What follows belongs to an exercise in optimizing a design on an open flow for small area and a short achievable clock period; a production flow would make more cautious choices. In this exercise RTL edits were held to simulation tests only and were not proved equivalent to the original.

<file path="design/flow/design.v">
module processor(clk, rst, i_dataValid, i_packet, o_answer);
  input clk;
  input rst;
  input i_dataValid;
  input [31:0] i_packet;
  output reg [31:0] o_answer;
  reg [6:0] rf;
  reg f;
  wire dir = i_packet[31];
  wire [30:0] v = i_packet[30:0];
  wire [31:0] a = o_answer;
  wire [6:0] rneg = (rf == 7'd0) ? 7'd0 : 7'd100 - rf;
  wire [6:0] rin1 = f ? rf : rneg;        
  wire [6:0] rin0 = f ? rneg : rf;        
  wire [6:0] rin = dir ? rin1 : rin0;
  wire [9:0] c0 = v[11:2];
  wire [9:0] c1 = v[21:12];
  wire [8:0] c2 = v[30:22];
  wire [9:0] c1n = ~c1;
  wire [8:0] c2n = ~c2;
  wire [2:0] uq = {1'b0, v[1:0]} + {1'b0, rin[1:0]};
  wire cc = uq[2];
  wire ns_1, nc_2;
  fa uns_1 (.a(c0[0]), .b(c1n[0]), .c(c2[0]), .s(ns_1), .co(nc_2));
  wire ns_3, nc_4;
  fa uns_3 (.a(c0[7]), .b(c1n[7]), .c(c2[7]), .s(ns_3), .co(nc_4));
  wire ns_5, nc_6;
  fa uns_5 (.a(rin[2]), .b(cc), .c(ns_1), .s(ns_5), .co(nc_6));
  wire ns_7, nc_8;
  xn2 uns_7 (.a(c0[1]), .b(c1n[1]), .y(ns_7));
  or2m unc_8 (.a(c0[1]), .b(c1n[1]), .y(nc_8));
  wire ns_9, nc_10;
  fa uns_9 (.a(c2[1]), .b(c0[8]), .c(c0[7]), .s(ns_9), .co(nc_10));
  wire ns_11, nc_12;
  fa uns_11 (.a(c1n[8]), .b(c1n[7]), .c(c2[8]), .s(ns_11), .co(nc_12));
  wire ns_13, nc_14;
  fa uns_13 (.a(c2[7]), .b(rin[3]), .c(ns_7), .s(ns_13), .co(nc_14));
  wire ns_15, nc_16;
  fa uns_15 (.a(nc_2), .b(nc_4), .c(ns_9), .s(ns_15), .co(nc_16));
  wire ns_17, nc_18;
  fa uns_17 (.a(ns_11), .b(ns_13), .c(nc_6), .s(ns_17), .co(nc_18));
  wire ns_19, nc_20;
  fa uns_19 (.a(c0[2]), .b(c1n[2]), .c(c2[2]), .s(ns_19), .co(nc_20));
  wire ns_21, nc_22;
  fa uns_21 (.a(c0[9]), .b(c0[8]), .c(c1n[9]), .s(ns_21), .co(nc_22));
  wire ns_23, nc_24;
  fa uns_23 (.a(c1n[8]), .b(c2[8]), .c(rin[4]), .s(ns_23), .co(nc_24));
  wire ns_25, nc_26;
  fa uns_25 (.a(nc_8), .b(nc_10), .c(nc_12), .s(ns_25), .co(nc_26));
  wire ns_27, nc_28;
  fa uns_27 (.a(ns_19), .b(ns_21), .c(ns_23), .s(ns_27), .co(nc_28));
  wire ns_29, nc_30;
  fa uns_29 (.a(nc_14), .b(nc_16), .c(ns_25), .s(ns_29), .co(nc_30));
  wire ns_31, nc_32;
  ha uns_31 (.a(ns_27), .b(nc_18), .s(ns_31), .co(nc_32));
  wire ns_33, nc_34;
  fa uns_33 (.a(c0[3]), .b(c1n[3]), .c(c2[3]), .s(ns_33), .co(nc_34));
  wire ns_35, nc_36;
  fa uns_35 (.a(c0[9]), .b(c1n[9]), .c(rin[5]), .s(ns_35), .co(nc_36));
  wire ns_37, nc_38;
  fa uns_37 (.a(nc_20), .b(nc_22), .c(ns_33), .s(ns_37), .co(nc_38));
  wire ns_39, nc_40;
  fa uns_39 (.a(nc_24), .b(ns_35), .c(nc_26), .s(ns_39), .co(nc_40));
  wire ns_41, nc_42;
  fa uns_41 (.a(ns_37), .b(nc_28), .c(nc_30), .s(ns_41), .co(nc_42));
  wire ns_43, nc_44;
  ha uns_43 (.a(ns_39), .b(nc_32), .s(ns_43), .co(nc_44));
  wire ns_45, nc_46;
  fa uns_45 (.a(c0[4]), .b(c1n[4]), .c(c2[4]), .s(ns_45), .co(nc_46));
  wire ns_47, nc_48;
  fa uns_47 (.a(rin[6]), .b(nc_34), .c(ns_45), .s(ns_47), .co(nc_48));
  wire ns_49, nc_50;
  fa uns_49 (.a(nc_36), .b(nc_38), .c(ns_47), .s(ns_49), .co(nc_50));
  wire ns_51, nc_52;
  fa uns_51 (.a(nc_40), .b(ns_49), .c(nc_42), .s(ns_51), .co(nc_52));
  wire ns_53, nc_54;
  fa uns_53 (.a(c0[5]), .b(c1n[5]), .c(c2[5]), .s(ns_53), .co(nc_54));
  wire ns_55, nc_56;
  fa uns_55 (.a(nc_46), .b(ns_53), .c(nc_48), .s(ns_55), .co(nc_56));
  wire ns_57, nc_58;
  ha uns_57 (.a(nc_50), .b(ns_55), .s(ns_57), .co(nc_58));
  wire ns_59, nc_60;
  fa uns_59 (.a(c0[6]), .b(c1n[6]), .c(c2[6]), .s(ns_59), .co(nc_60));
  wire ns_61, nc_62;
  fa uns_61 (.a(nc_54), .b(ns_59), .c(nc_56), .s(ns_61), .co(nc_62));
  wire ng_63, np_64;
  ha unp_64 (.a(ns_3), .b(ns_5), .s(np_64), .co(ng_63));
  wire ng_65, np_66;
  ha unp_66 (.a(ns_15), .b(ns_17), .s(np_66), .co(ng_65));
  wire ng_67, np_68;
  ha unp_68 (.a(ns_29), .b(ns_31), .s(np_68), .co(ng_67));
  wire ng_69, np_70;
  ha unp_70 (.a(ns_41), .b(ns_43), .s(np_70), .co(ng_69));
  wire ng_71, np_72;
  ha unp_72 (.a(nc_44), .b(ns_51), .s(np_72), .co(ng_71));
  wire ng_73, np_74;
  ha unp_74 (.a(ns_57), .b(nc_52), .s(np_74), .co(ng_73));
  wire ng_75, np_76;
  ha unp_76 (.a(nc_58), .b(ns_61), .s(np_76), .co(ng_75));
  wire ng_77, np_78;
  ha unp_78 (.a(nc_60), .b(nc_62), .s(np_78), .co(ng_77));
  wire nG_79 = ng_65 | (np_66 & ng_63);
  wire nP_80 = np_66 & np_64;
  wire nG_81 = ng_69 | (np_70 & ng_67);
  wire nP_82 = np_70 & np_68;
  wire nG_83 = ng_73 | (np_74 & ng_71);
  wire nP_84 = np_74 & np_72;
  wire nG_85 = ng_77 | (np_78 & ng_75);
  wire nP_86 = np_78 & np_76;
  wire nG_87 = ng_67 | (np_68 & nG_79);
  wire nP_88 = np_68 & nP_80;
  wire nG_89 = nG_81 | (nP_82 & nG_79);
  wire nP_90 = nP_82 & nP_80;
  wire nG_91 = ng_75 | (np_76 & nG_83);
  wire nP_92 = np_76 & nP_84;
  wire nG_93 = nG_85 | (nP_86 & nG_83);
  wire nP_94 = nP_86 & nP_84;
  wire nG_95 = ng_71 | (np_72 & nG_89);
  wire nP_96 = np_72 & nP_90;
  wire nG_97 = nG_83 | (nP_84 & nG_89);
  wire nP_98 = nP_84 & nP_90;
  wire nG_99 = nG_91 | (nP_92 & nG_89);
  wire nP_100 = nP_92 & nP_90;
  wire nG_101 = nG_93 | (nP_94 & nG_89);
  wire nP_102 = nP_94 & nP_90;
  wire no_103;
  xr2 uno_103 (.a(np_66), .b(ng_63), .y(no_103));
  wire no_104;
  xr2 uno_104 (.a(np_68), .b(nG_79), .y(no_104));
  wire no_105;
  xr2 uno_105 (.a(np_70), .b(nG_87), .y(no_105));
  wire no_106;
  xr2 uno_106 (.a(np_72), .b(nG_89), .y(no_106));
  wire no_107;
  xr2 uno_107 (.a(np_74), .b(nG_95), .y(no_107));
  wire no_108;
  xr2 uno_108 (.a(np_76), .b(nG_97), .y(no_108));
  wire no_109;
  xr2 uno_109 (.a(np_78), .b(nG_99), .y(no_109));
  wire [8:0] fp = {nG_101, no_109, no_108, no_107, no_106, no_105, no_104, no_103, np_64};
  wire [4:0] rr;
  ftab utab (.f(fp[8:4]), .rr(rr));
  wire [5:0] s = {1'b0, rr} + {2'b0, fp[3:0]};
  wire [4:0] ry = (s >= 6'd25) ? s[4:0] + 5'd7 : s[4:0];
  wire [6:0] m = {ry, uq[1:0]};
  wire ng_110, np_111;
  ha unp_111 (.a(c1[0]), .b(c2n[0]), .s(np_111), .co(ng_110));
  wire ng_112, np_113;
  ha unp_113 (.a(c1[1]), .b(c2n[1]), .s(np_113), .co(ng_112));
  wire ng_114, np_115;
  ha unp_115 (.a(c1[2]), .b(c2n[2]), .s(np_115), .co(ng_114));
  wire ng_116, np_117;
  ha unp_117 (.a(c1[3]), .b(c2n[3]), .s(np_117), .co(ng_116));
  wire ng_118, np_119;
  ha unp_119 (.a(c1[4]), .b(c2n[4]), .s(np_119), .co(ng_118));
  wire ng_120, np_121;
  ha unp_121 (.a(c1[5]), .b(c2n[5]), .s(np_121), .co(ng_120));
  wire ng_122, np_123;
  ha unp_123 (.a(c1[6]), .b(c2n[6]), .s(np_123), .co(ng_122));
  wire ng_124, np_125;
  ha unp_125 (.a(c1[7]), .b(c2n[7]), .s(np_125), .co(ng_124));
  wire ng_126, np_127;
  ha unp_127 (.a(c1[8]), .b(c2n[8]), .s(np_127), .co(ng_126));
  wire nG_128 = ng_112 | (np_113 & ng_110);
  wire nP_129 = np_113 & np_111;
  wire nG_130 = ng_116 | (np_117 & ng_114);
  wire nP_131 = np_117 & np_115;
  wire nG_132 = ng_120 | (np_121 & ng_118);
  wire nP_133 = np_121 & np_119;
  wire nG_134 = ng_124 | (np_125 & ng_122);
  wire nP_135 = np_125 & np_123;
  wire nG_136 = c1[9] & ng_126;
  wire nP_137 = c1[9] & np_127;
  wire nG_138 = ng_114 | (np_115 & nG_128);
  wire nP_139 = np_115 & nP_129;
  wire nG_140 = nG_130 | (nP_131 & nG_128);
  wire nP_141 = nP_131 & nP_129;
  wire nG_142 = ng_122 | (np_123 & nG_132);
  wire nP_143 = np_123 & nP_133;
  wire nG_144 = nG_134 | (nP_135 & nG_132);
  wire nP_145 = nP_135 & nP_133;
  wire nG_146 = ng_118 | (np_119 & nG_140);
  wire nP_147 = np_119 & nP_141;
  wire nG_148 = nG_132 | (nP_133 & nG_140);
  wire nP_149 = nP_133 & nP_141;
  wire nG_150 = nG_142 | (nP_143 & nG_140);
  wire nP_151 = nP_143 & nP_141;
  wire nG_152 = nG_144 | (nP_145 & nG_140);
  wire nP_153 = nP_145 & nP_141;
  wire nG_154 = ng_126 | (np_127 & nG_152);
  wire nP_155 = np_127 & nP_153;
  wire nG_156 = nG_136 | (nP_137 & nG_152);
  wire nP_157 = nP_137 & nP_153;
  wire no_158 = ~np_111;
  wire nG_159 = ng_110 | np_111;
  wire no_160;
  xr2 uno_160 (.a(np_113), .b(nG_159), .y(no_160));
  wire nG_161 = nG_128 | nP_129;
  wire no_162;
  xr2 uno_162 (.a(np_115), .b(nG_161), .y(no_162));
  wire nG_163 = nG_138 | nP_139;
  wire no_164;
  xr2 uno_164 (.a(np_117), .b(nG_163), .y(no_164));
  wire nG_165 = nG_140 | nP_141;
  wire no_166;
  xr2 uno_166 (.a(np_119), .b(nG_165), .y(no_166));
  wire nG_167 = nG_146 | nP_147;
  wire no_168;
  xr2 uno_168 (.a(np_121), .b(nG_167), .y(no_168));
  wire nG_169 = nG_148 | nP_149;
  wire no_170;
  xr2 uno_170 (.a(np_123), .b(nG_169), .y(no_170));
  wire nG_171 = nG_150 | nP_151;
  wire no_172;
  xr2 uno_172 (.a(np_125), .b(nG_171), .y(no_172));
  wire nG_173 = nG_152 | nP_153;
  wire no_174;
  xr2 uno_174 (.a(np_127), .b(nG_173), .y(no_174));
  wire nG_175 = nG_154 | nP_155;
  wire no_176;
  xr2 uno_176 (.a(c1[9]), .b(nG_175), .y(no_176));
  wire nG_177 = nG_156 | nP_157;
  wire ns_178 = ~no_103;
  wire ns_179, nc_180;
  fa uns_179 (.a(np_64), .b(no_103), .c(no_104), .s(ns_179), .co(nc_180));
  wire ns_181, nc_182;
  fa uns_181 (.a(no_103), .b(no_105), .c(nc_180), .s(ns_181), .co(nc_182));
  wire ns_183, nc_184;
  fa uns_183 (.a(no_104), .b(no_106), .c(nc_182), .s(ns_183), .co(nc_184));
  wire ns_185, nc_186;
  fa uns_185 (.a(no_105), .b(no_107), .c(nG_101), .s(ns_185), .co(nc_186));
  wire ns_187, nc_188;
  ha uns_187 (.a(no_106), .b(no_108), .s(ns_187), .co(nc_188));
  wire ns_189, nc_190;
  xn2 uns_189 (.a(a[0]), .b(c0[7]), .y(ns_189));
  or2m unc_190 (.a(a[0]), .b(c0[7]), .y(nc_190));
  wire ns_191, nc_192;
  fa uns_191 (.a(c1n[7]), .b(c2[7]), .c(ns_189), .s(ns_191), .co(nc_192));
  wire ns_193, nc_194;
  fa uns_193 (.a(no_158), .b(ns_191), .c(no_107), .s(ns_193), .co(nc_194));
  wire ns_195, nc_196;
  ha uns_195 (.a(no_109), .b(nc_188), .s(ns_195), .co(nc_196));
  wire ns_197, nc_198;
  xn2 uns_197 (.a(a[1]), .b(c0[8]), .y(ns_197));
  or2m unc_198 (.a(a[1]), .b(c0[8]), .y(nc_198));
  wire ns_199, nc_200;
  fa uns_199 (.a(c1n[8]), .b(c2[8]), .c(nc_190), .s(ns_199), .co(nc_200));
  wire ns_201, nc_202;
  fa uns_201 (.a(ns_197), .b(no_160), .c(nc_192), .s(ns_201), .co(nc_202));
  wire ns_203, nc_204;
  fa uns_203 (.a(ns_199), .b(ns_201), .c(nG_101), .s(ns_203), .co(nc_204));
  wire ns_205, nc_206;
  fa uns_205 (.a(no_108), .b(nc_194), .c(nc_196), .s(ns_205), .co(nc_206));
  wire ns_207, nc_208;
  xn2 uns_207 (.a(a[2]), .b(c0[9]), .y(ns_207));
  or2m unc_208 (.a(a[2]), .b(c0[9]), .y(nc_208));
  wire ns_209, nc_210;
  fa uns_209 (.a(c0[7]), .b(c1n[9]), .c(c1n[7]), .s(ns_209), .co(nc_210));
  wire ns_211, nc_212;
  fa uns_211 (.a(c2[7]), .b(nc_198), .c(ns_207), .s(ns_211), .co(nc_212));
  wire ns_213, nc_214;
  fa uns_213 (.a(ns_209), .b(nc_200), .c(ns_211), .s(ns_213), .co(nc_214));
  wire ns_215, nc_216;
  fa uns_215 (.a(no_162), .b(nc_202), .c(ns_213), .s(ns_215), .co(nc_216));
  wire ns_217, nc_218;
  fa uns_217 (.a(ns_215), .b(no_109), .c(nc_204), .s(ns_217), .co(nc_218));
  wire ns_219, nc_220;
  fa uns_219 (.a(a[3]), .b(c0[8]), .c(c1n[8]), .s(ns_219), .co(nc_220));
  wire ns_221, nc_222;
  fa uns_221 (.a(c2[8]), .b(nc_208), .c(no_158), .s(ns_221), .co(nc_222));
  wire ns_223, nc_224;
  fa uns_223 (.a(nc_210), .b(ns_219), .c(nc_212), .s(ns_223), .co(nc_224));
  wire ns_225, nc_226;
  fa uns_225 (.a(ns_221), .b(no_164), .c(nc_214), .s(ns_225), .co(nc_226));
  wire ns_227, nc_228;
  fa uns_227 (.a(ns_223), .b(nc_216), .c(ns_225), .s(ns_227), .co(nc_228));
  wire ns_229, nc_230;
  ha uns_229 (.a(ns_227), .b(nG_101), .s(ns_229), .co(nc_230));
  wire ns_231, nc_232;
  xn2 uns_231 (.a(a[4]), .b(c0[9]), .y(ns_231));
  or2m unc_232 (.a(a[4]), .b(c0[9]), .y(nc_232));
  wire ns_233, nc_234;
  fa uns_233 (.a(c1n[9]), .b(ns_231), .c(nc_220), .s(ns_233), .co(nc_234));
  wire ns_235, nc_236;
  fa uns_235 (.a(no_160), .b(nc_222), .c(ns_233), .s(ns_235), .co(nc_236));
  wire ns_237, nc_238;
  fa uns_237 (.a(no_166), .b(nc_224), .c(ns_235), .s(ns_237), .co(nc_238));
  wire ns_239, nc_240;
  fa uns_239 (.a(nc_226), .b(ns_237), .c(nc_228), .s(ns_239), .co(nc_240));
  wire ns_241, nc_242;
  fa uns_241 (.a(a[5]), .b(nc_232), .c(no_158), .s(ns_241), .co(nc_242));
  wire ns_243, nc_244;
  fa uns_243 (.a(no_162), .b(nc_234), .c(ns_241), .s(ns_243), .co(nc_244));
  wire ns_245, nc_246;
  fa uns_245 (.a(no_168), .b(nc_236), .c(ns_243), .s(ns_245), .co(nc_246));
  wire ns_247, nc_248;
  ha uns_247 (.a(nc_238), .b(ns_245), .s(ns_247), .co(nc_248));
  wire ns_249, nc_250;
  xn2 uns_249 (.a(a[6]), .b(no_160), .y(ns_249));
  or2m unc_250 (.a(a[6]), .b(no_160), .y(nc_250));
  wire ns_251, nc_252;
  fa uns_251 (.a(nc_242), .b(ns_249), .c(no_164), .s(ns_251), .co(nc_252));
  wire ns_253, nc_254;
  fa uns_253 (.a(no_170), .b(nc_244), .c(ns_251), .s(ns_253), .co(nc_254));
  wire ns_255, nc_256;
  ha uns_255 (.a(nc_246), .b(ns_253), .s(ns_255), .co(nc_256));
  wire ns_257, nc_258;
  xn2 uns_257 (.a(a[7]), .b(no_162), .y(ns_257));
  or2m unc_258 (.a(a[7]), .b(no_162), .y(nc_258));
  wire ns_259, nc_260;
  fa uns_259 (.a(nc_250), .b(no_166), .c(ns_257), .s(ns_259), .co(nc_260));
  wire ns_261, nc_262;
  fa uns_261 (.a(no_172), .b(nc_252), .c(ns_259), .s(ns_261), .co(nc_262));
  wire ns_263, nc_264;
  ha uns_263 (.a(nc_254), .b(ns_261), .s(ns_263), .co(nc_264));
  wire ns_265, nc_266;
  xn2 uns_265 (.a(a[8]), .b(no_164), .y(ns_265));
  or2m unc_266 (.a(a[8]), .b(no_164), .y(nc_266));
  wire ns_267, nc_268;
  fa uns_267 (.a(nc_258), .b(no_174), .c(no_168), .s(ns_267), .co(nc_268));
  wire ns_269, nc_270;
  fa uns_269 (.a(ns_265), .b(nc_260), .c(ns_267), .s(ns_269), .co(nc_270));
  wire ns_271, nc_272;
  ha uns_271 (.a(nc_262), .b(ns_269), .s(ns_271), .co(nc_272));
  wire ns_273, nc_274;
  fa uns_273 (.a(a[9]), .b(no_166), .c(no_170), .s(ns_273), .co(nc_274));
  wire ns_275, nc_276;
  fa uns_275 (.a(nc_266), .b(no_176), .c(nc_268), .s(ns_275), .co(nc_276));
  wire ns_277, nc_278;
  fa uns_277 (.a(ns_273), .b(nc_270), .c(ns_275), .s(ns_277), .co(nc_278));
  wire ns_279, nc_280;
  xn2 uns_279 (.a(a[10]), .b(c2[0]), .y(ns_279));
  or2m unc_280 (.a(a[10]), .b(c2[0]), .y(nc_280));
  wire ns_281, nc_282;
  fa uns_281 (.a(ns_279), .b(nG_177), .c(no_172), .s(ns_281), .co(nc_282));
  wire ns_283, nc_284;
  fa uns_283 (.a(no_168), .b(nc_274), .c(ns_281), .s(ns_283), .co(nc_284));
  wire ns_285, nc_286;
  ha uns_285 (.a(nc_276), .b(ns_283), .s(ns_285), .co(nc_286));
  wire ns_287, nc_288;
  xn2 uns_287 (.a(a[11]), .b(c2[1]), .y(ns_287));
  or2m unc_288 (.a(a[11]), .b(c2[1]), .y(nc_288));
  wire ns_289, nc_290;
  fa uns_289 (.a(nc_280), .b(ns_287), .c(no_174), .s(ns_289), .co(nc_290));
  wire ns_291, nc_292;
  fa uns_291 (.a(no_170), .b(nc_282), .c(ns_289), .s(ns_291), .co(nc_292));
  wire ns_293, nc_294;
  ha uns_293 (.a(nc_284), .b(ns_291), .s(ns_293), .co(nc_294));
  wire ns_295, nc_296;
  fa uns_295 (.a(a[12]), .b(c2[2]), .c(nc_288), .s(ns_295), .co(nc_296));
  wire ns_297, nc_298;
  fa uns_297 (.a(ns_295), .b(no_172), .c(no_176), .s(ns_297), .co(nc_298));
  wire ns_299, nc_300;
  fa uns_299 (.a(nc_290), .b(ns_297), .c(nc_292), .s(ns_299), .co(nc_300));
  wire ns_301, nc_302;
  xn2 uns_301 (.a(a[13]), .b(c2[0]), .y(ns_301));
  or2m unc_302 (.a(a[13]), .b(c2[0]), .y(nc_302));
  wire ns_303, nc_304;
  fa uns_303 (.a(c2[3]), .b(ns_301), .c(nc_296), .s(ns_303), .co(nc_304));
  wire ns_305, nc_306;
  fa uns_305 (.a(ns_303), .b(nG_177), .c(no_174), .s(ns_305), .co(nc_306));
  wire ns_307, nc_308;
  ha uns_307 (.a(ns_305), .b(nc_298), .s(ns_307), .co(nc_308));
  wire ns_309, nc_310;
  fa uns_309 (.a(a[14]), .b(c2[1]), .c(c2[4]), .s(ns_309), .co(nc_310));
  wire ns_311, nc_312;
  fa uns_311 (.a(nc_302), .b(ns_309), .c(nc_304), .s(ns_311), .co(nc_312));
  wire ns_313, nc_314;
  fa uns_313 (.a(no_176), .b(ns_311), .c(nc_306), .s(ns_313), .co(nc_314));
  wire ns_315, nc_316;
  xn2 uns_315 (.a(a[15]), .b(c2[0]), .y(ns_315));
  or2m unc_316 (.a(a[15]), .b(c2[0]), .y(nc_316));
  wire ns_317, nc_318;
  fa uns_317 (.a(c2[2]), .b(c2[5]), .c(ns_315), .s(ns_317), .co(nc_318));
  wire ns_319, nc_320;
  fa uns_319 (.a(nc_310), .b(ns_317), .c(nG_177), .s(ns_319), .co(nc_320));
  wire ns_321, nc_322;
  ha uns_321 (.a(nc_312), .b(ns_319), .s(ns_321), .co(nc_322));
  wire ns_323, nc_324;
  xn2 uns_323 (.a(a[16]), .b(c2[1]), .y(ns_323));
  or2m unc_324 (.a(a[16]), .b(c2[1]), .y(nc_324));
  wire ns_325, nc_326;
  fa uns_325 (.a(c2[3]), .b(c2[6]), .c(nc_316), .s(ns_325), .co(nc_326));
  wire ns_327, nc_328;
  fa uns_327 (.a(ns_323), .b(nc_318), .c(ns_325), .s(ns_327), .co(nc_328));
  wire ns_329, nc_330;
  ha uns_329 (.a(ns_327), .b(nc_320), .s(ns_329), .co(nc_330));
  wire ns_331, nc_332;
  xn2 uns_331 (.a(a[17]), .b(c2[2]), .y(ns_331));
  or2m unc_332 (.a(a[17]), .b(c2[2]), .y(nc_332));
  wire ns_333, nc_334;
  fa uns_333 (.a(c2[4]), .b(c2[7]), .c(nc_324), .s(ns_333), .co(nc_334));
  wire ns_335, nc_336;
  fa uns_335 (.a(ns_331), .b(nc_326), .c(ns_333), .s(ns_335), .co(nc_336));
  wire ns_337, nc_338;
  ha uns_337 (.a(nc_328), .b(ns_335), .s(ns_337), .co(nc_338));
  wire ns_339, nc_340;
  xn2 uns_339 (.a(a[18]), .b(c2[3]), .y(ns_339));
  or2m unc_340 (.a(a[18]), .b(c2[3]), .y(nc_340));
  wire ns_341, nc_342;
  fa uns_341 (.a(c2[5]), .b(c2[8]), .c(nc_332), .s(ns_341), .co(nc_342));
  wire ns_343, nc_344;
  fa uns_343 (.a(ns_339), .b(nc_334), .c(ns_341), .s(ns_343), .co(nc_344));
  wire ns_345, nc_346;
  ha uns_345 (.a(nc_336), .b(ns_343), .s(ns_345), .co(nc_346));
  wire ns_347, nc_348;
  xn2 uns_347 (.a(a[19]), .b(c2[4]), .y(ns_347));
  or2m unc_348 (.a(a[19]), .b(c2[4]), .y(nc_348));
  wire ns_349, nc_350;
  fa uns_349 (.a(c2[6]), .b(nc_340), .c(ns_347), .s(ns_349), .co(nc_350));
  wire ns_351, nc_352;
  fa uns_351 (.a(nc_342), .b(ns_349), .c(nc_344), .s(ns_351), .co(nc_352));
  wire ns_353, nc_354;
  xn2 uns_353 (.a(a[20]), .b(c2[5]), .y(ns_353));
  or2m unc_354 (.a(a[20]), .b(c2[5]), .y(nc_354));
  wire ns_355, nc_356;
  fa uns_355 (.a(c2[7]), .b(nc_348), .c(ns_353), .s(ns_355), .co(nc_356));
  wire ns_357, nc_358;
  ha uns_357 (.a(nc_350), .b(ns_355), .s(ns_357), .co(nc_358));
  wire ns_359, nc_360;
  xn2 uns_359 (.a(a[21]), .b(c2[6]), .y(ns_359));
  or2m unc_360 (.a(a[21]), .b(c2[6]), .y(nc_360));
  wire ns_361, nc_362;
  fa uns_361 (.a(c2[8]), .b(nc_354), .c(ns_359), .s(ns_361), .co(nc_362));
  wire ns_363, nc_364;
  ha uns_363 (.a(nc_356), .b(ns_361), .s(ns_363), .co(nc_364));
  wire ns_365, nc_366;
  xn2 uns_365 (.a(a[22]), .b(c2[7]), .y(ns_365));
  or2m unc_366 (.a(a[22]), .b(c2[7]), .y(nc_366));
  wire ns_367, nc_368;
  fa uns_367 (.a(nc_360), .b(ns_365), .c(nc_362), .s(ns_367), .co(nc_368));
  wire ns_369, nc_370;
  xn2 uns_369 (.a(a[23]), .b(c2[8]), .y(ns_369));
  or2m unc_370 (.a(a[23]), .b(c2[8]), .y(nc_370));
  wire ns_371, nc_372;
  ha uns_371 (.a(nc_366), .b(ns_369), .s(ns_371), .co(nc_372));
  wire ns_373, nc_374;
  xn2 uns_373 (.a(a[24]), .b(nc_370), .y(ns_373));
  or2m unc_374 (.a(a[24]), .b(nc_370), .y(nc_374));
  wire ns_375 = ~a[25];
  wire ns_376 = ~a[26];
  wire ns_377 = ~a[27];
  wire ns_378 = ~a[28];
  wire ns_379 = ~a[29];
  wire ns_380 = ~a[30];
  wire ns_381 = ~a[31];
  wire ng_382, np_383;
  ha unp_383 (.a(np_64), .b(no_105), .s(np_383), .co(ng_382));
  wire ng_384, np_385;
  ha unp_385 (.a(ns_178), .b(no_106), .s(np_385), .co(ng_384));
  wire ng_386, np_387;
  ha unp_387 (.a(ns_179), .b(no_107), .s(np_387), .co(ng_386));
  wire ng_388, np_389;
  ha unp_389 (.a(ns_181), .b(no_108), .s(np_389), .co(ng_388));
  wire ng_390, np_391;
  ha unp_391 (.a(no_109), .b(ns_183), .s(np_391), .co(ng_390));
  wire ng_392, np_393;
  ha unp_393 (.a(nc_184), .b(ns_185), .s(np_393), .co(ng_392));
  wire ng_394, np_395;
  ha unp_395 (.a(ns_187), .b(nc_186), .s(np_395), .co(ng_394));
  wire ng_396, np_397;
  ha unp_397 (.a(ns_193), .b(ns_195), .s(np_397), .co(ng_396));
  wire ng_398, np_399;
  ha unp_399 (.a(ns_203), .b(ns_205), .s(np_399), .co(ng_398));
  wire ng_400, np_401;
  ha unp_401 (.a(nc_206), .b(ns_217), .s(np_401), .co(ng_400));
  wire ng_402, np_403;
  ha unp_403 (.a(ns_229), .b(nc_218), .s(np_403), .co(ng_402));
  wire ng_404, np_405;
  ha unp_405 (.a(ns_239), .b(nc_230), .s(np_405), .co(ng_404));
  wire ng_406, np_407;
  ha unp_407 (.a(ns_247), .b(nc_240), .s(np_407), .co(ng_406));
  wire ng_408, np_409;
  ha unp_409 (.a(nc_248), .b(ns_255), .s(np_409), .co(ng_408));
  wire ng_410, np_411;
  ha unp_411 (.a(nc_256), .b(ns_263), .s(np_411), .co(ng_410));
  wire ng_412, np_413;
  ha unp_413 (.a(nc_264), .b(ns_271), .s(np_413), .co(ng_412));
  wire ng_414, np_415;
  ha unp_415 (.a(nc_272), .b(ns_277), .s(np_415), .co(ng_414));
  wire ng_416, np_417;
  ha unp_417 (.a(ns_285), .b(nc_278), .s(np_417), .co(ng_416));
  wire ng_418, np_419;
  ha unp_419 (.a(nc_286), .b(ns_293), .s(np_419), .co(ng_418));
  wire ng_420, np_421;
  ha unp_421 (.a(nc_294), .b(ns_299), .s(np_421), .co(ng_420));
  wire ng_422, np_423;
  ha unp_423 (.a(ns_307), .b(nc_300), .s(np_423), .co(ng_422));
  wire ng_424, np_425;
  ha unp_425 (.a(nc_308), .b(ns_313), .s(np_425), .co(ng_424));
  wire ng_426, np_427;
  ha unp_427 (.a(ns_321), .b(nc_314), .s(np_427), .co(ng_426));
  wire ng_428, np_429;
  ha unp_429 (.a(nc_322), .b(ns_329), .s(np_429), .co(ng_428));
  wire ng_430, np_431;
  ha unp_431 (.a(ns_337), .b(nc_330), .s(np_431), .co(ng_430));
  wire ng_432, np_433;
  ha unp_433 (.a(nc_338), .b(ns_345), .s(np_433), .co(ng_432));
  wire ng_434, np_435;
  ha unp_435 (.a(nc_346), .b(ns_351), .s(np_435), .co(ng_434));
  wire ng_436, np_437;
  ha unp_437 (.a(ns_357), .b(nc_352), .s(np_437), .co(ng_436));
  wire ng_438, np_439;
  ha unp_439 (.a(nc_358), .b(ns_363), .s(np_439), .co(ng_438));
  wire ng_440, np_441;
  ha unp_441 (.a(nc_364), .b(ns_367), .s(np_441), .co(ng_440));
  wire ng_442, np_443;
  ha unp_443 (.a(ns_371), .b(nc_368), .s(np_443), .co(ng_442));
  wire ng_444, np_445;
  ha unp_445 (.a(ns_373), .b(nc_372), .s(np_445), .co(ng_444));
  wire ng_446, np_447;
  ha unp_447 (.a(ns_375), .b(nc_374), .s(np_447), .co(ng_446));
  wire ng_448, np_449;
  ha unp_449 (.a(a[25]), .b(ns_376), .s(np_449), .co(ng_448));
  wire ng_450, np_451;
  ha unp_451 (.a(a[26]), .b(ns_377), .s(np_451), .co(ng_450));
  wire ng_452, np_453;
  ha unp_453 (.a(a[27]), .b(ns_378), .s(np_453), .co(ng_452));
  wire ng_454, np_455;
  ha unp_455 (.a(a[28]), .b(ns_379), .s(np_455), .co(ng_454));
  wire ng_456, np_457;
  ha unp_457 (.a(a[29]), .b(ns_380), .s(np_457), .co(ng_456));
  wire ng_458, np_459;
  ha unp_459 (.a(a[30]), .b(ns_381), .s(np_459), .co(ng_458));
  wire nG_460 = ng_384 | (np_385 & ng_382);
  wire nP_461 = np_385 & np_383;
  wire nG_462 = ng_388 | (np_389 & ng_386);
  wire nP_463 = np_389 & np_387;
  wire nG_464 = ng_392 | (np_393 & ng_390);
  wire nP_465 = np_393 & np_391;
  wire nG_466 = ng_396 | (np_397 & ng_394);
  wire nP_467 = np_397 & np_395;
  wire nG_468 = ng_400 | (np_401 & ng_398);
  wire nP_469 = np_401 & np_399;
  wire nG_470 = ng_404 | (np_405 & ng_402);
  wire nP_471 = np_405 & np_403;
  wire nG_472 = ng_408 | (np_409 & ng_406);
  wire nP_473 = np_409 & np_407;
  wire nG_474 = ng_412 | (np_413 & ng_410);
  wire nP_475 = np_413 & np_411;
  wire nG_476 = ng_416 | (np_417 & ng_414);
  wire nP_477 = np_417 & np_415;
  wire nG_478 = ng_420 | (np_421 & ng_418);
  wire nP_479 = np_421 & np_419;
  wire nG_480 = ng_424 | (np_425 & ng_422);
  wire nP_481 = np_425 & np_423;
  wire nG_482 = ng_428 | (np_429 & ng_426);
  wire nP_483 = np_429 & np_427;
  wire nG_484 = ng_432 | (np_433 & ng_430);
  wire nP_485 = np_433 & np_431;
  wire nG_486 = ng_436 | (np_437 & ng_434);
  wire nP_487 = np_437 & np_435;
  wire nG_488 = ng_440 | (np_441 & ng_438);
  wire nP_489 = np_441 & np_439;
  wire nG_490 = ng_444 | (np_445 & ng_442);
  wire nP_491 = np_445 & np_443;
  wire nG_492 = ng_448 | (np_449 & ng_446);
  wire nP_493 = np_449 & np_447;
  wire nG_494 = ng_452 | (np_453 & ng_450);
  wire nP_495 = np_453 & np_451;
  wire nG_496 = ng_456 | (np_457 & ng_454);
  wire nP_497 = np_457 & np_455;
  wire nG_498 = ng_386 | (np_387 & nG_460);
  wire nP_499 = np_387 & nP_461;
  wire nG_500 = nG_462 | (nP_463 & nG_460);
  wire nP_501 = nP_463 & nP_461;
  wire nG_502 = ng_394 | (np_395 & nG_464);
  wire nP_503 = np_395 & nP_465;
  wire nG_504 = nG_466 | (nP_467 & nG_464);
  wire nP_505 = nP_467 & nP_465;
  wire nG_506 = ng_402 | (np_403 & nG_468);
  wire nP_507 = np_403 & nP_469;
  wire nG_508 = nG_470 | (nP_471 & nG_468);
  wire nP_509 = nP_471 & nP_469;
  wire nG_510 = ng_410 | (np_411 & nG_472);
  wire nP_511 = np_411 & nP_473;
  wire nG_512 = nG_474 | (nP_475 & nG_472);
  wire nP_513 = nP_475 & nP_473;
  wire nG_514 = ng_418 | (np_419 & nG_476);
  wire nP_515 = np_419 & nP_477;
  wire nG_516 = nG_478 | (nP_479 & nG_476);
  wire nP_517 = nP_479 & nP_477;
  wire nG_518 = ng_426 | (np_427 & nG_480);
  wire nP_519 = np_427 & nP_481;
  wire nG_520 = nG_482 | (nP_483 & nG_480);
  wire nP_521 = nP_483 & nP_481;
  wire nG_522 = ng_434 | (np_435 & nG_484);
  wire nP_523 = np_435 & nP_485;
  wire nG_524 = nG_486 | (nP_487 & nG_484);
  wire nP_525 = nP_487 & nP_485;
  wire nG_526 = ng_442 | (np_443 & nG_488);
  wire nP_527 = np_443 & nP_489;
  wire nG_528 = nG_490 | (nP_491 & nG_488);
  wire nP_529 = nP_491 & nP_489;
  wire nG_530 = ng_450 | (np_451 & nG_492);
  wire nP_531 = np_451 & nP_493;
  wire nG_532 = nG_494 | (nP_495 & nG_492);
  wire nP_533 = nP_495 & nP_493;
  wire nG_534 = ng_458 | (np_459 & nG_496);
  wire nP_535 = np_459 & nP_497;
  wire nG_536 = ng_390 | (np_391 & nG_500);
  wire nP_537 = np_391 & nP_501;
  wire nG_538 = nG_464 | (nP_465 & nG_500);
  wire nP_539 = nP_465 & nP_501;
  wire nG_540 = nG_502 | (nP_503 & nG_500);
  wire nP_541 = nP_503 & nP_501;
  wire nG_542 = nG_504 | (nP_505 & nG_500);
  wire nP_543 = nP_505 & nP_501;
  wire nG_544 = ng_406 | (np_407 & nG_508);
  wire nP_545 = np_407 & nP_509;
  wire nG_546 = nG_472 | (nP_473 & nG_508);
  wire nP_547 = nP_473 & nP_509;
  wire nG_548 = nG_510 | (nP_511 & nG_508);
  wire nP_549 = nP_511 & nP_509;
  wire nG_550 = nG_512 | (nP_513 & nG_508);
  wire nP_551 = nP_513 & nP_509;
  wire nG_552 = ng_422 | (np_423 & nG_516);
  wire nP_553 = np_423 & nP_517;
  wire nG_554 = nG_480 | (nP_481 & nG_516);
  wire nP_555 = nP_481 & nP_517;
  wire nG_556 = nG_518 | (nP_519 & nG_516);
  wire nP_557 = nP_519 & nP_517;
  wire nG_558 = nG_520 | (nP_521 & nG_516);
  wire nP_559 = nP_521 & nP_517;
  wire nG_560 = ng_438 | (np_439 & nG_524);
  wire nP_561 = np_439 & nP_525;
  wire nG_562 = nG_488 | (nP_489 & nG_524);
  wire nP_563 = nP_489 & nP_525;
  wire nG_564 = nG_526 | (nP_527 & nG_524);
  wire nP_565 = nP_527 & nP_525;
  wire nG_566 = nG_528 | (nP_529 & nG_524);
  wire nP_567 = nP_529 & nP_525;
  wire nG_568 = ng_454 | (np_455 & nG_532);
  wire nP_569 = np_455 & nP_533;
  wire nG_570 = nG_496 | (nP_497 & nG_532);
  wire nP_571 = nP_497 & nP_533;
  wire nG_572 = nG_534 | (nP_535 & nG_532);
  wire nP_573 = nP_535 & nP_533;
  wire nG_574 = ng_398 | (np_399 & nG_542);
  wire nP_575 = np_399 & nP_543;
  wire nG_576 = nG_468 | (nP_469 & nG_542);
  wire nP_577 = nP_469 & nP_543;
  wire nG_578 = nG_506 | (nP_507 & nG_542);
  wire nP_579 = nP_507 & nP_543;
  wire nG_580 = nG_508 | (nP_509 & nG_542);
  wire nP_581 = nP_509 & nP_543;
  wire nG_582 = nG_544 | (nP_545 & nG_542);
  wire nP_583 = nP_545 & nP_543;
  wire nG_584 = nG_546 | (nP_547 & nG_542);
  wire nP_585 = nP_547 & nP_543;
  wire nG_586 = nG_548 | (nP_549 & nG_542);
  wire nP_587 = nP_549 & nP_543;
  wire nG_588 = nG_550 | (nP_551 & nG_542);
  wire nP_589 = nP_551 & nP_543;
  wire nG_590 = ng_430 | (np_431 & nG_558);
  wire nP_591 = np_431 & nP_559;
  wire nG_592 = nG_484 | (nP_485 & nG_558);
  wire nP_593 = nP_485 & nP_559;
  wire nG_594 = nG_522 | (nP_523 & nG_558);
  wire nP_595 = nP_523 & nP_559;
  wire nG_596 = nG_524 | (nP_525 & nG_558);
  wire nP_597 = nP_525 & nP_559;
  wire nG_598 = nG_560 | (nP_561 & nG_558);
  wire nP_599 = nP_561 & nP_559;
  wire nG_600 = nG_562 | (nP_563 & nG_558);
  wire nP_601 = nP_563 & nP_559;
  wire nG_602 = nG_564 | (nP_565 & nG_558);
  wire nP_603 = nP_565 & nP_559;
  wire nG_604 = nG_566 | (nP_567 & nG_558);
  wire nP_605 = nP_567 & nP_559;
  wire nG_606 = ng_414 | (np_415 & nG_588);
  wire nP_607 = np_415 & nP_589;
  wire nG_608 = nG_476 | (nP_477 & nG_588);
  wire nP_609 = nP_477 & nP_589;
  wire nG_610 = nG_514 | (nP_515 & nG_588);
  wire nP_611 = nP_515 & nP_589;
  wire nG_612 = nG_516 | (nP_517 & nG_588);
  wire nP_613 = nP_517 & nP_589;
  wire nG_614 = nG_552 | (nP_553 & nG_588);
  wire nP_615 = nP_553 & nP_589;
  wire nG_616 = nG_554 | (nP_555 & nG_588);
  wire nP_617 = nP_555 & nP_589;
  wire nG_618 = nG_556 | (nP_557 & nG_588);
  wire nP_619 = nP_557 & nP_589;
  wire nG_620 = nG_558 | (nP_559 & nG_588);
  wire nP_621 = nP_559 & nP_589;
  wire nG_622 = nG_590 | (nP_591 & nG_588);
  wire nP_623 = nP_591 & nP_589;
  wire nG_624 = nG_592 | (nP_593 & nG_588);
  wire nP_625 = nP_593 & nP_589;
  wire nG_626 = nG_594 | (nP_595 & nG_588);
  wire nP_627 = nP_595 & nP_589;
  wire nG_628 = nG_596 | (nP_597 & nG_588);
  wire nP_629 = nP_597 & nP_589;
  wire nG_630 = nG_598 | (nP_599 & nG_588);
  wire nP_631 = nP_599 & nP_589;
  wire nG_632 = nG_600 | (nP_601 & nG_588);
  wire nP_633 = nP_601 & nP_589;
  wire nG_634 = nG_602 | (nP_603 & nG_588);
  wire nP_635 = nP_603 & nP_589;
  wire nG_636 = nG_604 | (nP_605 & nG_588);
  wire nP_637 = nP_605 & nP_589;
  wire nG_638 = ng_446 | (np_447 & nG_636);
  wire nP_639 = np_447 & nP_637;
  wire nG_640 = nG_492 | (nP_493 & nG_636);
  wire nP_641 = nP_493 & nP_637;
  wire nG_642 = nG_530 | (nP_531 & nG_636);
  wire nP_643 = nP_531 & nP_637;
  wire nG_644 = nG_532 | (nP_533 & nG_636);
  wire nP_645 = nP_533 & nP_637;
  wire nG_646 = nG_568 | (nP_569 & nG_636);
  wire nP_647 = nP_569 & nP_637;
  wire nG_648 = nG_570 | (nP_571 & nG_636);
  wire nP_649 = nP_571 & nP_637;
  wire nG_650 = nG_572 | (nP_573 & nG_636);
  wire nP_651 = nP_573 & nP_637;
  wire no_652;
  xr2 uno_652 (.a(np_397), .b(nG_540), .y(no_652));
  wire no_653;
  xr2 uno_653 (.a(np_399), .b(nG_542), .y(no_653));
  wire no_654;
  xr2 uno_654 (.a(np_401), .b(nG_574), .y(no_654));
  wire no_655;
  xr2 uno_655 (.a(np_403), .b(nG_576), .y(no_655));
  wire no_656;
  xr2 uno_656 (.a(np_405), .b(nG_578), .y(no_656));
  wire no_657;
  xr2 uno_657 (.a(np_407), .b(nG_580), .y(no_657));
  wire no_658;
  xr2 uno_658 (.a(np_409), .b(nG_582), .y(no_658));
  wire no_659;
  xr2 uno_659 (.a(np_411), .b(nG_584), .y(no_659));
  wire no_660;
  xr2 uno_660 (.a(np_413), .b(nG_586), .y(no_660));
  wire no_661;
  xr2 uno_661 (.a(np_415), .b(nG_588), .y(no_661));
  wire no_662;
  xr2 uno_662 (.a(np_417), .b(nG_606), .y(no_662));
  wire no_663;
  xr2 uno_663 (.a(np_419), .b(nG_608), .y(no_663));
  wire no_664;
  xr2 uno_664 (.a(np_421), .b(nG_610), .y(no_664));
  wire no_665;
  xr2 uno_665 (.a(np_423), .b(nG_612), .y(no_665));
  wire no_666;
  xr2 uno_666 (.a(np_425), .b(nG_614), .y(no_666));
  wire no_667;
  xr2 uno_667 (.a(np_427), .b(nG_616), .y(no_667));
  wire no_668;
  xr2 uno_668 (.a(np_429), .b(nG_618), .y(no_668));
  wire no_669;
  xr2 uno_669 (.a(np_431), .b(nG_620), .y(no_669));
  wire no_670;
  xr2 uno_670 (.a(np_433), .b(nG_622), .y(no_670));
  wire no_671;
  xr2 uno_671 (.a(np_435), .b(nG_624), .y(no_671));
  wire no_672;
  xr2 uno_672 (.a(np_437), .b(nG_626), .y(no_672));
  wire no_673;
  xr2 uno_673 (.a(np_439), .b(nG_628), .y(no_673));
  wire no_674;
  xr2 uno_674 (.a(np_441), .b(nG_630), .y(no_674));
  wire no_675;
  xr2 uno_675 (.a(np_443), .b(nG_632), .y(no_675));
  wire no_676;
  xr2 uno_676 (.a(np_445), .b(nG_634), .y(no_676));
  wire no_677;
  xr2 uno_677 (.a(np_447), .b(nG_636), .y(no_677));
  wire no_678;
  xr2 uno_678 (.a(np_449), .b(nG_638), .y(no_678));
  wire no_679;
  xr2 uno_679 (.a(np_451), .b(nG_640), .y(no_679));
  wire no_680;
  xr2 uno_680 (.a(np_453), .b(nG_642), .y(no_680));
  wire no_681;
  xr2 uno_681 (.a(np_455), .b(nG_644), .y(no_681));
  wire no_682;
  xr2 uno_682 (.a(np_457), .b(nG_646), .y(no_682));
  wire no_683;
  xr2 uno_683 (.a(np_459), .b(nG_648), .y(no_683));
  wire [31:0] sum = {no_683, no_682, no_681, no_680, no_679, no_678, no_677, no_676, no_675, no_674, no_673, no_672, no_671, no_670, no_669, no_668, no_667, no_666, no_665, no_664, no_663, no_662, no_661, no_660, no_659, no_658, no_657, no_656, no_655, no_654, no_653, no_652};
  always @(posedge clk) begin
    if (rst) begin
      o_answer <= 32'd0;
      rf <= 7'd50;
    end else if (i_dataValid) begin
      o_answer <= sum;
      rf <= m;
      f <= dir;
    end
  end
endmodule
module ftab(input [4:0] f, output [4:0] rr);
  assign rr[0] = (f == 5'd2) | (f == 5'd3) | (f == 5'd5) | (f == 5'd6) | (f == 5'd8) | (f == 5'd9) | (f == 5'd11) | (f == 5'd12) | (f == 5'd15) | (f == 5'd18) | (f == 5'd21) | (f == 5'd24) | (f == 5'd27) | (f == 5'd28) | (f == 5'd30) | (f == 5'd31);
  assign rr[1] = (f == 5'd2) | (f == 5'd3) | (f == 5'd4) | (f == 5'd8) | (f == 5'd9) | (f == 5'd10) | (f == 5'd15) | (f == 5'd16) | (f == 5'd17) | (f == 5'd21) | (f == 5'd22) | (f == 5'd23) | (f == 5'd27) | (f == 5'd28) | (f == 5'd29);
  assign rr[2] = (f == 5'd2) | (f == 5'd3) | (f == 5'd4) | (f == 5'd5) | (f == 5'd6) | (f == 5'd7) | (f == 5'd15) | (f == 5'd16) | (f == 5'd17) | (f == 5'd18) | (f == 5'd19) | (f == 5'd20) | (f == 5'd27) | (f == 5'd28) | (f == 5'd29) | (f == 5'd30) | (f == 5'd31);
  assign rr[3] = (f == 5'd4) | (f == 5'd7) | (f == 5'd10) | (f == 5'd13) | (f == 5'd14) | (f == 5'd15) | (f == 5'd18) | (f == 5'd21) | (f == 5'd24) | (f == 5'd29);
  assign rr[4] = (f == 5'd1) | (f == 5'd3) | (f == 5'd6) | (f == 5'd9) | (f == 5'd12) | (f == 5'd14) | (f == 5'd17) | (f == 5'd20) | (f == 5'd23) | (f == 5'd26) | (f == 5'd28) | (f == 5'd31);
endmodule
module gctl(input vld, input rst, output g);
  assign g = vld & ~rst;
endmodule
module gate8(input [7:0] d, input g, output [7:0] q);
  assign q = d & {8{g}};
endmodule
module fa(input a, input b, input c, output s, output co);
  assign s = a ^ b ^ c;
  assign co = (a & b) | (a & c) | (b & c);
endmodule
module ao21(input a, input b, input c, output y);
  assign y = a | (b & c);
endmodule
module xn2(input a, input b, output y);
  assign y = ~(a ^ b);
endmodule
module or2m(input a, input b, output y);
  assign y = a | b;
endmodule
module an2(input a, input b, output y);
  assign y = a & b;
endmodule
module xr2(input a, input b, output y);
  assign y = a ^ b;
endmodule
module ha(input a, input b, output s, output co);
  assign s = a ^ b;
  assign co = a & b;
endmodule
</file>
<file path="design/flow/flow/run.sh">
#!/bin/bash
# Standard layout, with plain buf_1 cells as the buffers that every input and output port gets,
# and timing repair asked to keep 26 ns of setup slack (a 16 ns path) so that the resizer
# buffers and sizes the critical path instead of leaving minimum-size gates on it.
set -euo pipefail
export BUFFER_PORTS_ARGS="-buffer_cell sky130_fd_sc_hd__buf_1"
export SETUP_SLACK_MARGIN=26
bash standard.sh > standard.log 2>&1
</file>
<file path="design/flow/standard.sh">
#!/bin/bash
# synth_recipe.tcl (not shown) runs the flow's synth.tcl, then flattens the netlist and writes it again
# the make line also repeats each setting of config.mk as NAME=value (left out here)
make -C /OpenROAD-flow-scripts/flow DESIGN_CONFIG=/design/flow/config.mk WORK_HOME=/design/flow/orfs CLKGATE_MAP_FILE= SYNTH_SCRIPT=/design/flow/synth_recipe.tcl "${@:-finish}"
</file>
<file path="design/flow/config.mk">
export PLATFORM = sky130hd
export DESIGN_NAME = processor
export DESIGN_NICKNAME = processor
export VERILOG_FILES = /design/flow/design.v
export SDC_FILE = /design/flow/constraint.sdc
export NUM_CORES = 4
export LEC_CHECK = 0
export CAP_MARGIN = 20
export CORE_MARGIN = 2
export CORE_UTILIZATION = 60
export SLEW_MARGIN = 20
export SYNTH_HIERARCHICAL = 1
</file>
<file path="design/flow/constraint.sdc">
create_clock -name core_clock -period 42.0 [get_ports {clk}]
set_input_delay 8.4000 -clock core_clock [delete_from_list [all_inputs] [get_ports {clk}]]
set_output_delay 8.4000 -clock core_clock [all_outputs]
set_load 0.01 [all_outputs]
</file>
==> run notes <==
-- layout make-up --
| cell class | instances | share of cell area, % |
|---|---|---|
| Multi-Input combinational cell | 578 | 77.9 |
| Sequential cell | 40 | 11.1 |
| Timing Repair Buffer | 74 | 4.24 |
| Tap cell | 140 | 2.39 |
| Inverter | 44 | 2.26 |
| Clock buffer | 7 | 2.09 |
-- final timing paths --
path / startpoint / cells after the start / slack, ns / endpoint
min reg2reg: rf[0] / 2 / 0.53 / rf[0]
max: i_packet[31] / 30 / 26.47 / o_answer[19]
max reg2reg: f / 29 / 34.31 / o_answer[19]
min: rf[0] / 2 / 0.53 / rf[0]
-- per-module statistics from Yosys, one instance, submodules excluded --
module / flip-flops and latches / times used / cells
fa: 0 / 88 / 1
ftab: 0 / 1 / 45
ha: 0 / 76 / 1
or2m: 0 / 21 / 1
processor: 40 / 1 / 379
xn2: 0 / 21 / 1
xr2: 0 / 48 / 1
-- critical path: cells and delay by family --
family | cells | cell delay [ns]
buffers and inverters | 1 | 0.14
and+or+nand+nor | 6 | 0.87
muxes | 1 | 0.13
adders and majority gates | 8 | 3.01
xor gates and xnor gates | 2 | 0.41
AOI/OAI and AO/OA | 12 | 2.69
-- what timing repair did --
item                                    CTS  global route
gates resized for setup                   0             7
setup buffers                             0             2
endpoints found under the setup margin    0            23
-- per-stage QoR --
stage,area [um2],std cells
after CTS,7260,881
final,7320,883
after global routing,7320,883
after global placement,7110,874
after floorplan,6760,678
after detailed placement,7110,874
-- cell families after synthesis --
kind of cell,synth area share (%)
compound gates,13.0
mux,5.33
simple gates,13.0
flops,12.0
xor+xnor,9.98
buf+inv,4.13
fa+ha+maj,42.6
-- registers in the layout (all words and copies together), names as in the netlist --
signal and cells:
o_answer 32, rf 7, f 1
-- cells in the final DEF (no fill, tap or decap), types with 3 or more instances in the layout --
cell type,n
a21bo_2,3
a21o_1,23
a21oi_1,18
a311oi_1,3
a31oi_1,4
and2_1,3
buf_1,64
buf_4,8
clkbuf_16,5
dfxtp_1,39
fa_1,90
ha_1,84
inv_1,44
mux2i_1,36
nand2_1,26
nand2b_1,8
nand3_1,10
nand3b_1,3
nor2_1,56
nor2b_1,6
nor3_1,9
o21a_1,6
o21ai_0,24
o31ai_1,4
or2_1,22
or2_2,7
or3_4,3
xnor2_1,26
xor2_1,49
-- layer usage --
layer | up-vias | part of all wire, % | routed length (um)
met5 | - | 0 | 0
met4 | 0 | 1.3 | 198
met3 | 13 | 3.8 | 582
met2 | 99 | 47 | 7190
met1 | 2520 | 48 | 7260
li1 | 2455 | - | -
==> impl_metrics.py <==
metrics = {
    "worst_setup_path": {
        "crit_arrival_ns": 15.68,
        "critical-path-max-stage-delay_ns": 0.44,
        "path_max_fanout": 17,
        "crit_type": "primary input to register",
        "path_common_cell": "a21o_1",
        "required_ns": 42.15,
        "start_kind": "primary input",
        "end_kind": "register",
        "crit_slowest_cell": "fa_1",
    },
    "yosys": {
        "yosys.area.top_type_share_pct": 26.7,
        "syn-cell-area_mm2": 0.00676,
        "synth_area_leaders": "fa_1 (27%), ha_1 (16%), dfxtp_1 (12%)",
        "synth_area_leader_cell": "fa_1",
        "synth_most_common_cell": "fa_1",
        "synthTopCellsByCount": "fa_1 (90), ha_1 (84), nor2_1 (56)",
        "yosys_warnings": 7,
        "ys_ff_latch": 40,
        "synth_nets": 887,
        "synth_flop_cell": "dfxtp_1",
        "avgSynthCellArea_um2": 9.96,
        "synth.distinct_cells": 69,
        "synth_cells": 678,
        "synth_edf_count": 1,
        "async_reset_ff_share_pct": 0,
        "yosysSeqAreaShare_pct": 12.0,
    },
    "global_routing": {
        "use_met2_pct": 44.8,
        "grt_max_degree": 49,
        "grt_busiest_layer": "met2",
        "grt_pass1_wl_um": 24800,
        "grt_util_met1_pct": 37.6,
        "grt.total_usage_pct": 27.0,
        "antenna_found_initial": 0,
        "overflow": 0,
        "grt_pass1_vias": 5116,
        "use_met3_pct": 3.35,
    },
    "cells_and_area": {
        "drive_gt1_share_pct": 7.00,
        "fin_nets": 952,
        "final_util_pct": 66.9,
        "multi_input_area_mm2": 0.00570,
        "area_delta_synth_final_pct": 8.30,
        "fill_cells": 927,
        "num_antenna_cells": 0,
        "regArea_um2": 811,
    },
    "clock_tree": {
        "cts_buffers": 5,
        "clk_path_buf_depth": 2,
        "htreeDepth": 2,
        "hold_buffers": 0,
        "root_buffer": "clkbuf_16",
        "clk_pin_slew_ns": 0.06,
        "clk_latency_ns": 0.30,
        "clock_sinks": 40,
        "cts_tree": "done",
    },
    "sta": {
        "finalSetupViolCount": 0,
        "fin_crit_sh_pct": 37.0,
        "rsz0062_at_grt": "no",
        "finalHoldViolCount": 0,
        "skew_ns": 0.00632,
        "worstMarginPinSlew_ns": 0.989,
        "finalWorstSetupSlack_ns": 26.47,
        "fin_setup_tns_ns": 0,
        "maxSlewViolCount": 0,
        "max_freq_mhz": 64.4,
        "whs_ns": 0.527,
        "min_period_ns": 15.53,
        "max-slew-margin-rel_pct": 34.1,
    },
    "route": {
        "drt_first_pass_iters": 4,
        "drc_errors": 0,
        "dr.first_iter.drc_count": 277,
        "routedWlPerCell_um": 17.2,
        "routed_wl_um": 15200,
        "vias": 5087,
        "ant_nets": 0,
        "vias_per_cell": 5.76,
    },
    "die": {
        "initial_core_util_pct": 61.8,
        "fp.dieArea_mm2": 0.0121,
        "dieWidth_um": 110,
        "boundaryPins": 67,
        "row_count": 38,
        "die_h_um": 110,
        "core-area_mm2": 0.0109,
    },
    "hold_path": {
        "worstHoldPathType": "register to register",
    },
    "outcome": {
        "outcome": "no timing/DRC/antenna violations",
    },
    "place": {
        "dp_hpwl_um": 12300,
        "gp_congestion": 0.854,
        "pre_cts_ws_ns": 25.76,
        "portBuffers": 66,
    },
    "flow_run": {
        "drv_cap": 0,
    },
}

==> separate check: timing with driven ports <==
The flow's constraints put no driver on any port. The routed layout listed below was extracted and timed again, unchanged, in two steps. Step 1 assumes that a clkbuf_16 drives the clock port and a buf_2 every other input. Step 2 times the ports against the registers' clock, not the clock port: input delays grow and output delays shrink by t, the midpoint of the rising clock arrivals with the driver on. Slacks: ideal / step 1 / step 2; pairs: ideal / step 1.
t, ns: 0.338
setup slack, ns: 26.471 / 26.488 / 26.150
latest minus earliest clock arrival (ns): 0.006 / 0.006
slew at the worst register clock pin (ns): 0.06 / 0.06
cell pins on the clock port's net: 1
After both steps this run still meets setup and hold. For this run, drivers alone change the setup slack by +0.017 ns; drivers and shift together by -0.321 ns.
